Context: an optimization exercise on an open-source flow, tuned for small area and a short achievable clock period. The choices shown serve that exercise and are no tape-out recipe. Function was checked by simulation only, so behaviour that the tests miss may differ from the original.

## STACK_BASED_ALU
module STACK_BASED_ALU #(parameter n = 32) (input signed [n-1:0] input_data,input clk,input rst,input [2:0] opcode,output reg signed [n-1:0] output_data,output reg overflow,output reg [4:0] sp);
    localparam D = 31;                  
    reg [31:0] st [0:D-1];
    reg [10:0] b_s1, b_s2, b_s3, b_s4, b_neg;    
    reg [33:0] t3;                      
    wire op_add  = opcode == 3'b100;
    wire op_mul  = opcode == 3'b101;
    wire op_push = opcode == 3'b110;
    wire op_pop  = opcode == 3'b111;
    wire op_hold = ~(op_push | op_pop);
    wire sp_ge2 = |sp[4:1];
    wire sp_ne0 = |sp;
    wire [31:0] T = st[0];
    wire [31:0] U = st[1];
    reg [D-1:0] mv_dn, mv_up;
    integer i;
    always @(*) begin
        for (i = 0; i < D; i = i + 1) begin
            mv_dn[i] = op_push & (i < 2 || sp >= i);
            mv_up[i] = op_pop  & (i < 2 || sp >= i + 2);
        end
    end
    wire [31:0] S2 = ~st[2];            
    always @(posedge clk) begin
        st[0] <= ({32{op_hold}} & st[0]) | ({32{op_push}} & input_data) | ({32{op_pop}} & st[1]);
        st[1] <= ({32{op_hold}} & st[1]) | ({32{op_push}} & st[0]) | ({32{op_pop}} & S2);
        for (i = 2; i < D-1; i = i + 1)
            st[i] <= ~(({32{~(mv_dn[i] | mv_up[i])}} & ~st[i]) | ({32{mv_dn[i]}} & st[i-1]) | ({32{mv_up[i]}} & st[i+1]));
        st[D-1] <= ~(({32{~mv_dn[D-1]}} & ~st[D-1]) | ({32{mv_dn[D-1]}} & st[D-2]));
    end
    wire [31:0] U_next = ({32{op_hold}} & st[1]) | ({32{op_push}} & st[0]) | ({32{op_pop}} & S2);
    wire [34:0] ue = {{2{U_next[31]}}, U_next, 1'b0};
    reg  [10:0] n_s1, n_s2, n_s3, n_s4, n_neg;
    integer g;
    reg b3, b2, b1, b0;
    always @(*) begin
        for (g = 0; g < 11; g = g + 1) begin
            b3 = ue[3*g+3]; b2 = ue[3*g+2]; b1 = ue[3*g+1]; b0 = ue[3*g];
            n_s1[g] = b3 ? (b2 & (b1 ^ b0)) : (~b2 & (b1 ^ b0));
            n_s2[g] = (~b2 & b1 & b0) | (b2 & ~b1 & ~b0);
            n_s3[g] = b3 ? (~b2 & (b1 ^ b0)) : (b2 & (b1 ^ b0));
            n_s4[g] = b3 ? (~b2 & ~b1 & ~b0) : (b2 & b1 & b0);
            n_neg[g] = b3;
        end
    end
    wire [31:0] T_next = ({32{op_hold}} & st[0]) | ({32{op_push}} & input_data) | ({32{op_pop}} & st[1]);
  ...
==> flow/config.mk <==
export PLATFORM = sky130hd
export DESIGN_NAME = STACK_BASED_ALU
export DESIGN_NICKNAME = STACK_BASED_ALU
export VERILOG_FILES = /design/flow/design.v
export SDC_FILE = /design/flow/constraint.sdc
export NUM_CORES = 4
export LEC_CHECK = 0
export CAP_MARGIN = 20
export CORE_MARGIN = 2
export CORE_UTILIZATION = 40
export SLEW_MARGIN = 20
==> flow/constraint.sdc <==
create_clock -name core_clock -period 14.0 [get_ports {clk}]
set_input_delay 2.8000 -clock core_clock [delete_from_list [all_inputs] [get_ports {clk}]]
set_output_delay 2.8000 -clock core_clock [all_outputs]
set_load 0.01 [all_outputs]
standard.sh (not shown) runs the stock make flow with config.mk's settings and CLKGATE_MAP_FILE= SYNTH_SCRIPT=/design/flow/synth_recipe.tcl, a recipe that flattens the netlist after the stock synthesis.
==> flow/flow/run.sh <==
#!/bin/bash
# Layout flow: the standard synthesis and layout (standard.sh), with
# - the ORFS timing repair asked to keep a larger setup margin, so that it
#   works on the design's critical paths, and
# - the port buffers made with sky130_fd_sc_hd__buf_4 cells (every input
#   and output port is still buffered).
# The clock period and constraints are the design's, unchanged.
set -euo pipefail
cd "$(dirname "$0")/.."
bash standard.sh synth > synth.log 2>&1
bash standard.sh SETUP_SLACK_MARGIN=9 "BUFFER_PORTS_ARGS=-buffer_cell sky130_fd_sc_hd__buf_4" finish > layout.log 2>&1
The first run finished with timing, DRC and antenna clean.
Then changed:
CORE_UTILIZATION = 50   (was 40)
Effect:
- The new run went through all stages and came out clean
- die area is lower by 20%
- sequential share of layout area hardly moves
- final area rises by about 0.3%
- wire length barely changes
- flip-flop and latch count stays the same
- non-clock buffer count came out higher by 38
- worst setup slack gains 0.069 ns
Then changed:
==> flow/flow/run.sh (replaced) <==
#!/bin/bash
# Layout flow: the standard synthesis and layout (standard.sh), with
# - the port buffers made with sky130_fd_sc_hd__buf_4 cells (every input
#   and output port is still buffered), and
# - the ORFS timing repair asked, up to and including clock tree synthesis,
#   to keep a larger setup margin so that it works on the design's critical
#   paths; routing and the rest run with the default margin.
# The clock period and constraints are the design's, unchanged.
set -euo pipefail
cd "$(dirname "$0")/.."
PORTS="BUFFER_PORTS_ARGS=-buffer_cell sky130_fd_sc_hd__buf_4"
bash standard.sh synth > synth.log 2>&1
bash standard.sh SETUP_SLACK_MARGIN=9 "$PORTS" cts > layout_to_cts.log 2>&1
bash standard.sh "$PORTS" finish > layout_finish.log 2>&1
CORE_UTILIZATION = 40   (was 50)
Die area climbs by 25%.
Routed wire length decreases by 2.7%.
Via count goes down by about 2.4%.
Final cell count increases by about 3%.
Global-route usage shrinks by 7.5 points.
Setup slack gets worse by 0.30 ns.
Register-to-register slack is worse by 0.30 ns.
Non-clock buffer count is lower by 115.


Setup of trial 16:
STACK_BASED_ALU again, from the RTL that the note above started with.
## STACK_BASED_ALU
module STACK_BASED_ALU #(parameter n = 32) (input signed [n-1:0] input_data,input clk,input rst,input [2:0] opcode,output reg signed [n-1:0] output_data,output reg overflow,output reg [4:0] sp);
export LEC_CHECK = 0
export CAP_MARGIN = 20
export CORE_MARGIN = 2
export CORE_UTILIZATION = 30
export SLEW_MARGIN = 20
create_clock -name core_clock -period 14.0 [get_ports {clk}]
==> flow/flow/run.sh <==
#!/bin/bash
# Layout flow: the standard synthesis and layout (standard.sh), with
# - the ORFS timing repair asked to keep a larger setup margin, so that it
#   works on the design's critical paths, and
# - the port buffers made with sky130_fd_sc_hd__buf_4 cells (every input
#   and output port is still buffered).
# The clock period and constraints are the design's, unchanged.
set -euo pipefail
cd "$(dirname "$0")/.."
bash standard.sh synth > synth.log 2>&1
bash standard.sh SETUP_SLACK_MARGIN=9 "BUFFER_PORTS_ARGS=-buffer_cell sky130_fd_sc_hd__buf_4" finish > layout.log 2>&1
Trial 16 finished end to end and its layout was clean on timing, DRC and antenna.
Edits applied to the flow inputs when going from trial 16 to trial 32:
- CORE_UTILIZATION: 30 -> 40
==> flow/flow/run.sh <==
#!/bin/bash
# Layout flow: the standard synthesis and layout (standard.sh), with
# - the port buffers made with sky130_fd_sc_hd__buf_4 cells (every input
#   and output port is still buffered), and
# - the ORFS timing repair asked, up to and including clock tree synthesis,
#   to keep a larger setup margin so that it works on the design's critical
#   paths; routing and the rest run with the default margin.
# The clock period and constraints are the design's, unchanged.
set -euo pipefail
cd "$(dirname "$0")/.."
PORTS="BUFFER_PORTS_ARGS=-buffer_cell sky130_fd_sc_hd__buf_4"
bash standard.sh synth > synth.log 2>&1
bash standard.sh SETUP_SLACK_MARGIN=9.5 "$PORTS" cts > layout_to_cts.log 2>&1
bash standard.sh "$PORTS" finish > layout_finish.log 2>&1
--- outcome ---
In trial 32 the post-synthesis to final-layout area growth turned out 2.0 points lower than in trial 16. Of trial 32 and trial 16, the run reporting the lower fraction of layout cells with a size suffix above 1 was trial 32. From trial 16 to trial 32 the numbers moved as follows: global-route usage over all layers went up by 7.2 points, detailed-router iteration count before antenna repair shrank by 2, count of inserted antenna diode cells climbed 1, final design utilization higher, wire length -about 2.7%. Summary of trial 32 over trial 16: time the final worst path needs with I/O delays and setup picked up an extra 36 ps, pin count of the biggest net entering global routing up about 7%.

## separate check: timing with driven ports
Ports are ideal in the flow. The routed layouts listed here were re-timed in OpenROAD.
Step 1 assumes that a clkbuf_16 drives the clock port and a buf_2 every other input.
Step 2 moves the port delays by t, midway between the first and last clock arrival at a register: inputs arrive t later, outputs are due t later. That takes back most of the time a late clock gives input paths.
a / b / c = ideal ports / drivers / drivers and shift; a / b = the first two.
run	t (ns)	slack for setup (ns)	worst data-port slew with drivers (ns)	pins driven straight from the clock port
the first run of note 1	0.770	8.431 / 8.431 / 7.843	0.35	1
the second run of note 1	0.762	8.500 / 8.500 / 7.786	0.20	1
the third run of note 1	0.770	8.204 / 8.204 / 7.827	0.35	1
trial 16	0.827	8.523 / 8.523 / 7.830	0.27	1
trial 32	0.778	8.488 / 8.488 / 7.799	0.42	1
After both steps setup and hold are still met in every run listed. For the second run of note 1, which loses most, drivers alone change the setup slack by 0.000 ns; drivers and shift together by -0.714 ns.
